Source: an optimization exercise on an open RTL-to-GDS flow (aim: small area). Production flows keep margins and buffers that such runs may drop. The clock input has no modelled driver; a real chip could not lean on it and would need a root buffer or a full tree. Power is estimated from default activity; no workload was simulated.

Setup of birch:
==> flow/design.v <==
`timescale 1ns / 1ps
module cam_read #(
		parameter AW = 15  
		)(
		input pclk,
		input rst,
		input vsync,
		input href,
		input [7:0] px_data,
		input init,
		output reg done,
		output reg error,
		output reg [AW-1:0] mem_px_addr,
		output reg [7:0]  mem_px_data,
		output reg px_wr
   );
reg countData;
reg armed;
reg cap;
reg init_old;
reg vsync_old;
reg [14:0]count;
wire init_rise = init & ~init_old;
wire vs_fall = ~vsync & vsync_old;
wire vs_rise = vsync & ~vsync_old;
wire fin = cap & vs_rise;            
wire second = cap & href & countData;  
wire enough = (count >= 19200);
always @(posedge pclk)begin
	if (rst)begin
		countData <= 0;
		mem_px_addr <= 15'h7fff;
		armed <= 0;
		cap <= 0;
		done <= 0;
		error <= 0;
		count <= 0;
		px_wr <= 0;
		init_old <= 0;
		vsync_old <= 0;
	end else begin
		if (fin) begin
			armed <= 0;
			cap <= 0;
		end else if ((armed | cap) & vs_fall) begin
			armed <= 0;
			cap <= 1;
		end else if (init_rise) begin
			armed <= 1;
			cap <= 0;
		end
		if (fin) begin
			done <= enough;
			error <= ~enough;
		end else if (init_rise) begin
			done <= 0;
		end
		if (fin & ~second)
			mem_px_addr <= 15'h7fff;
		else
			mem_px_addr <= mem_px_addr + second;
		count <= count + second;
		if (cap & href)
			countData <= ~countData;
		if (cap)
			px_wr <= href & countData;
		init_old <= init;
		vsync_old <= vsync;
	end
end
always @(posedge pclk)begin
	if (cap & ~countData)
		mem_px_data[7:2] <= {px_data[7:5],px_data[2:0]};
	if (second)
		mem_px_data[1:0] <= px_data[4:3];
end
endmodule
`timescale 1ns / 1ps
module Analyzer(
	input [7:0]data,
	input clk,
	input rst,
	input init,
	output reg [14:0]addr,
	output reg done,
	output [2:0]res
    );
localparam [17:0] SIXN = 18'd115200;
reg init_old;
reg start;
reg [17:0]sx;
reg [17:0]syn;   
wire [17:0]sy = ~syn;
reg [1:0]rq;    
wire [3:0] w = {~data[1:0], 1'b0};
wire [3:0] dx = data[7:5] + w;
wire [3:0] dy = data[4:2] + w;
wire init_rise = init & ~init_old;
wire last = start & addr[14] & ~addr[13] & addr[11] & addr[9] & (&addr[7:0]);
wire r_gt = (sx > sy) & (sx > SIXN);
wire g_gt = (sy > sx) & (sy > SIXN);
wire b_gt = (sx < SIXN) & (sy < SIXN);
assign res = {rq[1], rq[0], rq[1] ~^ rq[0]};
always @(posedge clk)begin
	if(rst)begin
		init_old <= 0;
		start <= 0;
		done <= 0;
	end else begin
		init_old <= init;
		if (last) begin
			start <= 0;
			done <= 1;
		end else if (init_rise) begin
			start <= 1;
			done <= 0;
		end
	end
end
always @(posedge clk)begin
	if (rst | ~start | last)
		addr <= 15'h7fff;
	else
		addr <= addr + 1'b1;
end
always @(posedge clk)begin
	if (start) begin
		sx <= sx + data[7:5] + {~data[1:0], 1'b0};
		syn <= syn - data[4:2] - {~data[1:0], 1'b0};
	end else begin
		sx <= 0;
		syn <= 18'h3ffff;
	end
end
always @(posedge clk)begin
	if (last) begin
		if (r_gt) rq <= 2'b10;
		else if (g_gt) rq <= 2'b01;
		else if (b_gt) rq <= 2'b00;
		else rq <= 2'b11;
	end
end
endmodule
`timescale 1ns / 1ps
module cam_color(
	input wire clk,
	input wire rst,
	input wire CAM_vsync,
	input wire CAM_href,
	input wire [7:0] CAM_px_data,
	input wire init,
	output wire error,
	output wire done_read,
	output wire done,
	output wire [2:0] res,
	output wire [14:0] wr_addr,
	output wire [7:0] wr_data,
	output wire wr_en,
	output wire [14:0] rd_addr,
	input wire [7:0] rd_data
	);
cam_read #(15) cam_read(
		.pclk(clk),
		.rst(rst),
		.vsync(CAM_vsync),
		.href(CAM_href),
		.px_data(CAM_px_data),
		.init(init),
		.done(done_read),
		.error(error),
		.mem_px_addr(wr_addr),
		.mem_px_data(wr_data),
		.px_wr(wr_en)
   );
Analyzer Analyzer(
	.data(rd_data),
	.clk(clk),
	.rst(rst),
	.init(done_read),
	.addr(rd_addr),
	.done(done),
	.res(res)
    );
endmodule
export LEC_CHECK = 0
export CAP_MARGIN = 0
export CORE_MARGIN = 2
export CORE_UTILIZATION = 60
export PLACE_DENSITY = 0.75
export SLEW_MARGIN = 0
create_clock -name core_clock -period 6.0 [get_ports {clk}]
standard.sh (not shown) runs the stock make flow with config.mk's settings and CLKGATE_MAP_FILE= SYNTH_SCRIPT=/design/flow/synth_recipe.tcl, a recipe that flattens the netlist after the stock synthesis.
==> flow/flow/run.sh <==
#!/bin/bash
# The standard layout (standard.sh), with three changes:
#  - synthesis maps the logic with an area-oriented ABC script and without
#    the full/half-adder cell mapping (registers are mapped as standard);
#  - the port buffers are buf_1;
#  - the clock tree is one level of MY_CTS_NBUF clock buffers (manual_cts.tcl).
set -euo pipefail
HERE=$(pwd)
export FLOW_SYNTH_TCL=$HERE/synth_recipe.tcl
export AREA_ABC_SCRIPT=$HERE/flow/area.abc
export BUFFER_PORTS_ARGS="-buffer_cell sky130_fd_sc_hd__buf_1"
export PRE_CTS_TCL=$HERE/flow/manual_cts.tcl
export MY_CTS_NET=clk
export MY_CTS_NBUF=${MY_CTS_NBUF:-3}
export MY_CTS_CELL=${MY_CTS_CELL:-sky130_fd_sc_hd__clkbuf_16}
sed "s#SYNTH_SCRIPT=[^ ]*#SYNTH_SCRIPT=$HERE/flow/area_synth.tcl#" standard.sh > area_standard.sh
grep -q "SYNTH_SCRIPT=$HERE/flow/area_synth.tcl" area_standard.sh
bash area_standard.sh ADDER_MAP_FILE= finish > standard.log 2>&1
Other scripts of this flow, unchanged in this note and not shown: flow/flow/area.abc, flow/flow/area_synth.tcl, flow/flow/manual_cts.tcl
> inputs changed (birch -> pine)
-- flow/config.mk --
<<< birch, line 6
export NUM_CORES = 4
export LEC_CHECK = 0
export CAP_MARGIN = 0
export CORE_MARGIN = 2
export CORE_UTILIZATION = 60
export PLACE_DENSITY = 0.75
export SLEW_MARGIN = 0
>>> pine, line 6
export NUM_CORES = 4
export LEC_CHECK = 0
export CAP_MARGIN = 20
export CORE_MARGIN = 2
export CORE_UTILIZATION = 60
export PLACE_DENSITY = 0.75
export SLEW_MARGIN = 20
==> notes.md <==
- Violation count after the first detailed-routing iteration ended up about 3.5% higher on pine than on birch.
- Between pine and birch, the power does not differ in any meaningful way.
- birch -> pine: clock network fraction of total power flat
- Number of vias in the routed layout on pine is behind birch.
- pine ends up with a routed wire length that is 0.47% higher than in birch.
- Maximum vdd ir drop: birch vs pine, no meaningful difference
- On switching share of total power, birch tracks pine almost exactly.
- Changes observed in pine relative to birch: post-synthesis to final-layout area growth went up; register fraction of the total cell area held steady; clock power was more or less identical.
No run of this note included a check of the RTL's function; only the layout flow was run. No run of this note takes its clock network from TritonCTS; it comes from the design's own scripts or RTL.

## static timing again, ports no longer ideal
Ports are ideal in the flow. The routed layouts listed here were re-timed in OpenROAD.
Step 1, drivers: a clkbuf_16 drives clk and a buf_2 each remaining input, both assumed.
Step 2 times the ports against the registers' clock, not the clock port: input delays grow and output delays shrink by t, the midpoint of the rising clock arrivals with the driver on.
a / b / c = ideal ports / drivers / drivers and shift; a / b = the first two.
run | t, ns | setup WS [ns] | slew at the worst register clock pin (ns) | worst data-port slew with drivers (ns) | pins driven straight from the clock port
birch | 0.238 | 1.269 / 1.307 / 1.069 | 0.12 / 0.12 | 0.03 | 3
pine | 0.238 | 1.260 / 1.298 / 1.060 | 0.12 / 0.12 | 0.03 | 3
After both steps setup and hold are still met in every run listed.
